Source: an optimization exercise on an open RTL-to-GDS flow (aim: small area). Production flows keep margins and buffers that such runs may drop. At most, simulation tests tie the RTL to the original design; equivalence was not proved.

Design acdma_top, start of the top module:
module acdma_top (
  input  logic         clk,
  input  logic         rst,
  input  logic [127:0] data_in,
  output logic [127:0] decoded_out
);
For scale: about 1600 cells after synthesis, roughly 290 flip-flops, roughly 17000 um^2 of cells after synthesis.
make LEC_CHECK=0 CAP_MARGIN=20 CORE_MARGIN=2 CORE_UTILIZATION=65 PLACE_DENSITY=0.8 SLEW_MARGIN=20 finish   # period 4.0 ns
run.sh (not shown) runs the stock make flow with config.mk's settings and CLKGATE_MAP_FILE= SYNTH_SCRIPT=/design/flow/synth_recipe.tcl, a recipe that flattens the netlist after the stock synthesis.
The baseline ran to the end with violations: setup timing.
Change:
- CORE_UTILIZATION: 65 -> 40
- PLACE_DENSITY: 0.8 -> 0.6
With this change the flow finished with timing, DRC and antenna clean. Fmax went up by a few percent. Cell count went up by roughly a tenth. First-iteration DRC count went down by a quarter to a third. Final area went up slightly. Clock skew went down by 0.0040 ns.
Function was not checked in any run of this note: the RTL went through the layout flow alone.

* * *

## job 6179
Another version of the RTL of acdma_top (not shown whole).
Size: about 0.015 mm² of cells after synthesis.
clock: 4.0 ns
lec_check: 0
cap_margin: 20
core_margin: 2
core_utilization: 70
place_density: 0.8
slew_margin: 20
synth_hierarchical: 1
synth_minimum_keep_size: 0
standard.sh (not shown) runs the stock make flow with config.mk's settings and CLKGATE_MAP_FILE= SYNTH_SCRIPT=/design/flow/synth_recipe.tcl, a recipe that flattens the netlist after the stock synthesis.
==> flow/flow/run.sh <==
#!/bin/bash
# The standard layout, with the smallest buffer on every input and output port
# instead of the flow's default choice, and clock tree synthesis without dummy
# loads and with smaller clock buffers.  make's output goes to flow_make.log.
set -euo pipefail
export BUFFER_PORTS_ARGS="-buffer_cell sky130_fd_sc_hd__buf_1"
export CTS_ARGS="-sink_clustering_enable -repair_clock_nets -dont_use_dummy_load -buf_list {sky130_fd_sc_hd__clkbuf_8} -sink_clustering_size 20 -sink_clustering_max_diameter 60"
bash standard.sh > flow_make.log 2>&1
#### Input delta (job 2370 over job 6179)
- changing PLACE_DENSITY from 0.8 to 0.7
- changing CORE_UTILIZATION from 70 to 55
diff --git a/flow/flow/run.sh b/flow/flow/run.sh
--- a/flow/flow/run.sh
+++ b/flow/flow/run.sh
@@ -7 +7 @@
-export CTS_ARGS="-sink_clustering_enable -repair_clock_nets -dont_use_dummy_load -buf_list {sky130_fd_sc_hd__clkbuf_8} -sink_clustering_size 20 -sink_clustering_max_diameter 60"
+export CTS_ARGS="-sink_clustering_enable -repair_clock_nets -dont_use_dummy_load -buf_list {sky130_fd_sc_hd__clkbuf_8 sky130_fd_sc_hd__clkbuf_16} -sink_clustering_size 30 -sink_clustering_max_diameter 100"
Looking at worst-case hold slack, job 2370 sits 0.017 ns above job 6179.
The inserted tap cell count in job 6179 is 0.806 times that in job 2370.
Changes in job 7902 relative to job 2370:
- CORE_UTILIZATION now 30, was 55
- PLACE_DENSITY now 0.5, was 0.7
### Flow results
[compare] base=job 2370 new=job 7902: relative area change from synthesis to final layout went up by 3.7 points, via density per instance went down by about 18%.
Job 2370 finished end to end and its layout was clean on timing, DRC and antenna.
Job 7902 completed; timing, DRC and antenna clean
Layout buffering overhead excluding clock cells essentially unchanged between job 2370 and job 7902.
### job 7902 -> job 8387
- swapping 0.5 for 0.6 in PLACE_DENSITY
- swapping 30 for 40 in CORE_UTILIZATION
Findings:
Of job 7902 and job 8387, the lower net total in the final layout belongs to job 7902. Job 8387 vs. job 7902: area of the die fell 25%, share of the core filled with cells rose 10 points, floorplan core area fell about 25%, final cell count fell 7.8%. There was hardly any difference in clock network latency to the later pin of the worst-skew pair between job 8387 and job 7902. Timing, DRC, antenna: 0 failures across job 7902 and job 8387. Job 8387 vs. job 7902: overall global routing resource usage now larger, number of CTS-inserted buffers down 2.
Setup changes, job 8387 to job 7800
- swapping 40 for 70 in CORE_UTILIZATION
- swapping 0.6 for 0.8 in PLACE_DENSITY
### Flow results
From job 8387 to job 7800, count of clock-buffer cells in the layout did not move at all.
Delta(final area, job 7800 - job 8387) < 0
| time the final worst path needs with I/O delays and setup | job 7800 vs job 8387 | 0.017 ns higher |
Job 7800 vs job 8387, cell with the largest stage delay on the worst path: xnor2_2 vs fa_1
Job 7800 vs job 8387: total placed instance area down by a few percent
Across both runs, non-clock buffer count in the final layout was lower for job 7800 than for job 8387.
Changes observed in job 7800 relative to job 8387: met2 wire length went up about 2.6%, fmax went down by about 0.44%, clock network contribution to total cell area has remained practically unchanged.
> inputs changed (job 7800 -> job 7158)
- changing CORE_UTILIZATION from 70 to 60
- changing PLACE_DENSITY from 0.8 to 0.9
==> summary.txt <==
- Changes observed in job 7158 relative to job 7800: average detailed-routed wire length per instance increased about 7%; sequential share of layout area decreased 0.32 points; path depth of the worst reg2reg path increased 4; first-pass GRT wire length increased 7.6%.
- Number of cells on the worst hold path: job 7158 vs job 7800, no meaningful difference

* * *

acdma_top again, from the RTL that the note above started with.
==> flow/config.mk <==
export PLATFORM = sky130hd
export DESIGN_NAME = acdma_top
export DESIGN_NICKNAME = acdma_top
export VERILOG_FILES = /design/flow/design.v
export SDC_FILE = /design/flow/constraint.sdc
export NUM_CORES = 4
export LEC_CHECK = 0
export CAP_MARGIN = 20
export CORE_MARGIN = 2
export CORE_UTILIZATION = 70
export PLACE_DENSITY = 0.9
export SLEW_MARGIN = 20
export SYNTH_HIERARCHICAL = 1
export SYNTH_MINIMUM_KEEP_SIZE = 0
==> flow/constraint.sdc <==
create_clock -name core_clock -period 4.0 [get_ports {clk}]
set_input_delay 0.8000 -clock core_clock [delete_from_list [all_inputs] [get_ports {clk}]]
set_output_delay 0.8000 -clock core_clock [all_outputs]
set_load 0.01 [all_outputs]
==> flow/flow/run.sh <==
#!/bin/bash
# The standard layout, with the smallest buffer on every input and output port
# instead of the flow's default choice, and clock tree synthesis without dummy
# loads and with smaller clock buffers.  make's output goes to flow_make.log.
set -euo pipefail
export BUFFER_PORTS_ARGS="-buffer_cell sky130_fd_sc_hd__buf_1"
export CTS_ARGS="-sink_clustering_enable -repair_clock_nets -dont_use_dummy_load -buf_list {sky130_fd_sc_hd__clkbuf_8} -sink_clustering_size 20 -sink_clustering_max_diameter 60"
bash standard.sh > flow_make.log 2>&1
The starting point finished with timing, DRC and antenna clean.
Then changed:
PLACE_DENSITY = 0.7   (was 0.9)
After rerunning: Register-to-register slack is better by 70 ps; routed wire length falls by roughly a tenth; sequential share of layout area hardly moves; cell area hardly moves; setup slack is better by 73 ps; hold slack is worse by 15 ps; non-clock buffer count does not change; final cell count is about the same; synthesized cell count stays the same.

* * *

acdma_top, a different RTL version from the one above (not shown whole).
Size: about 300 flip-flops, roughly 260 I/O pins, about 15000 um^2 of cells after synthesis.
Design acdma_top, start of the top module:
module acdma_top (
  input  logic         clk,
  input  logic         rst,
  input  logic [127:0] data_in,
  output logic [127:0] decoded_out
);
export LEC_CHECK = 0
export CAP_MARGIN = 20
export CORE_MARGIN = 2
export CORE_UTILIZATION = 70
export PLACE_DENSITY = 0.8
export SLEW_MARGIN = 20
export SYNTH_HIERARCHICAL = 1
export SYNTH_MINIMUM_KEEP_SIZE = 0
create_clock -name core_clock -period 4.0 [get_ports {clk}]
==> flow/flow/run.sh <==
#!/bin/bash
# The standard layout, with the smallest buffer on every input and output port
# instead of the flow's default choice, and clock tree synthesis without dummy
# loads and with smaller clock buffers.  make's output goes to flow_make.log.
set -euo pipefail
export BUFFER_PORTS_ARGS="-buffer_cell sky130_fd_sc_hd__buf_1"
export CTS_ARGS="-sink_clustering_enable -repair_clock_nets -dont_use_dummy_load -buf_list {sky130_fd_sc_hd__clkbuf_8} -sink_clustering_size 16 -sink_clustering_max_diameter 50"
bash standard.sh > flow_make.log 2>&1
Rerun with:
--- a/flow/flow/run.sh
+++ b/flow/flow/run.sh
@@ -7 +7 @@
-export CTS_ARGS="-sink_clustering_enable -repair_clock_nets -dont_use_dummy_load -buf_list {sky130_fd_sc_hd__clkbuf_8} -sink_clustering_size 16 -sink_clustering_max_diameter 50"
+export CTS_ARGS="-sink_clustering_enable -repair_clock_nets -dont_use_dummy_load -buf_list {sky130_fd_sc_hd__clkbuf_8} -sink_clustering_size 20 -sink_clustering_max_diameter 60"
Routed wire length came out higher slightly. Die area does not change. Maximum frequency went up slightly. Utilization drops by 0.31 points. Flip-flop and latch count stays the same. Setup slack is better by 34 ps. Global-route usage stays flat.
Rerun with:
--- a/flow/flow/run.sh
+++ b/flow/flow/run.sh
@@ -4 +4,2 @@
-# loads and with smaller clock buffers.  make's output goes to flow_make.log.
+# loads and with smaller clock buffers, then downsizing of gates off the
+# critical paths after global routing (power recovery).  make's output goes to flow_make.log.
@@ -7,0 +9 @@
+export RECOVER_POWER=100
The new run finished with timing, DRC and antenna clean.
Utilization went down by 0.12 points.
Clock-buffer cell count stays the same.
Wire length stays flat.
Worst hold slack stays flat.

* * *

## job 101
Another version of the RTL of acdma_top (not shown whole).
Size in the first run: about 1,200 cells after synthesis, about 290 flip-flops, roughly 260 I/O pins, about 15,000 µm² of cells after synthesis.
clock: 4.0 ns
lec_check: 0
cap_margin: 0
core_margin: 2
core_utilization: 40
place_density: 0.6
slew_margin: 0
synth_hierarchical: 1
synth_minimum_keep_size: 0
==> flow/flow/run.sh <==
#!/bin/bash
# The standard layout, with the smallest buffer on every input and output port
# instead of the flow's default choice, and clock tree synthesis without dummy
# loads and with smaller clock buffers.  make's output goes to flow_make.log.
set -euo pipefail
export BUFFER_PORTS_ARGS="-buffer_cell sky130_fd_sc_hd__buf_1"
export CTS_ARGS="-sink_clustering_enable -repair_clock_nets -dont_use_dummy_load -buf_list {sky130_fd_sc_hd__clkbuf_8 sky130_fd_sc_hd__clkbuf_16} -sink_clustering_size 30 -sink_clustering_max_diameter 100"
bash standard.sh > flow_make.log 2>&1
No stage failed in job 101, and the final checks on the layout all came back clean.
Inputs modified between job 101 and job 102:
- putting GPL_TIMING_DRIVEN at 0 where nothing was set
- swapping 0 for 20 in CAP_MARGIN
- swapping 0 for 20 in SLEW_MARGIN
## What came out
Synthesized cell count came out exactly the same in job 101 and job 102.
Looking at setup clock skew after layout across both flows, job 102 is the stronger of the two, with job 101 trailing.
Against job 101 as the reference, job 102 delivers a higher final-layout worst hold slack.
Completing all stages was not enough for job 102: its layout failed the final checks because of negative setup slack.
Routed wire in job 102 totals more than in job 101.
Post-route core utilization is lower on job 101
Count of plain and timing-repair buffers in the layout (job 101 / job 102): 0.68
Diff job 101 -> job 102: global-route usage rose 0.68 points, final area rose about 7%, cell depth of the worst setup path rose 1.
> inputs changed (job 102 -> job 103)
- GPL_TIMING_DRIVEN no longer set, was 0
==> summary.txt <==
Job 103 completed every stage of the flow, and the final layout passed the timing, design-rule and antenna checks.
Job 102 finished all stages; however, its layout fails the closing checks, the failures being negative setup slack.
Between job 102 and job 103, the difference in area of the mapped netlist is negligible.
Between job 102 and job 103, the flow reports final instance count without filler cells decreasing by a few percent.
The number of signal-net buffers in the layout in job 102 is 1.5 times that in job 103.
The via count reported for job 103 is lower than the one for job 102.
Accumulated negative setup slack in job 103 vs job 102: up 0.024 ns
Area overhead of the layout relative to synthesis for job 103 is lower than for job 102.

## port drivers added, routing unchanged
How much do the figures lean on ideal ports? The routed layouts below were timed once more, with nothing changed but the port constraints.
Step 1: set_driving_cell puts a clkbuf_16 on clk and a buf_2 on each other input, an assumption about the parent block.
Step 2 adds t to the input delays and takes it off the output delays; t is the mean of the earliest and latest rising clock arrival at the registers after step 1. Input paths then give back, and output paths get back, about the clock's delay inside the block.
Three values: ideal, step 1, step 2; two values: the first two.
run | t (ns) | setup WS [ns] | hold slack, ns
the first run of note 1 | 0.598 | -0.027 / -0.003 / -0.601 | 0.325 / 0.325 / 0.325
the second run of note 1 | 0.611 | 0.060 / 0.092 / -0.518 | 0.323 / 0.323 / 0.323
job 6179 | 0.538 | 0.143 / 0.143 / 0.143 | 0.319 / 0.319 / 0.319
job 2370 | 0.525 | 0.131 / 0.131 / 0.131 | 0.336 / 0.336 / 0.336
job 7902 | 0.525 | 0.159 / 0.159 / 0.159 | 0.292 / 0.292 / 0.292
job 8387 | 0.525 | 0.186 / 0.186 / 0.186 | 0.330 / 0.330 / 0.330
job 7800 | 0.516 | 0.169 / 0.169 / 0.169 | 0.309 / 0.309 / 0.309
job 7158 | 0.525 | 0.134 / 0.134 / 0.134 | 0.336 / 0.336 / 0.336
the first run of note 3 | 0.566 | 0.078 / 0.078 / 0.078 | 0.295 / 0.295 / 0.295
the second run of note 3 | 0.554 | 0.151 / 0.151 / 0.151 | 0.279 / 0.279 / 0.279
the first run of note 4 | 0.565 | 0.185 / 0.185 / 0.184 | 0.326 / 0.326 / 0.326
the second run of note 4 | 0.545 | 0.219 / 0.219 / 0.205 | 0.286 / 0.286 / 0.286
the third run of note 4 | 0.545 | 0.209 / 0.209 / 0.205 | 0.286 / 0.286 / 0.286
job 101 | 0.523 | 0.085 / 0.085 / 0.085 | 0.322 / 0.322 / 0.322
job 102 | 0.524 | -0.016 / -0.016 / -0.016 | 0.334 / 0.334 / 0.334
job 103 | 0.523 | 0.085 / 0.085 / 0.085 | 0.322 / 0.322 / 0.322
Met with ideal ports but missed after step 2: setup timing in the second run of note 1. For the second run of note 1, which loses most, drivers alone change the setup slack by +0.032 ns; drivers and shift together by -0.578 ns.
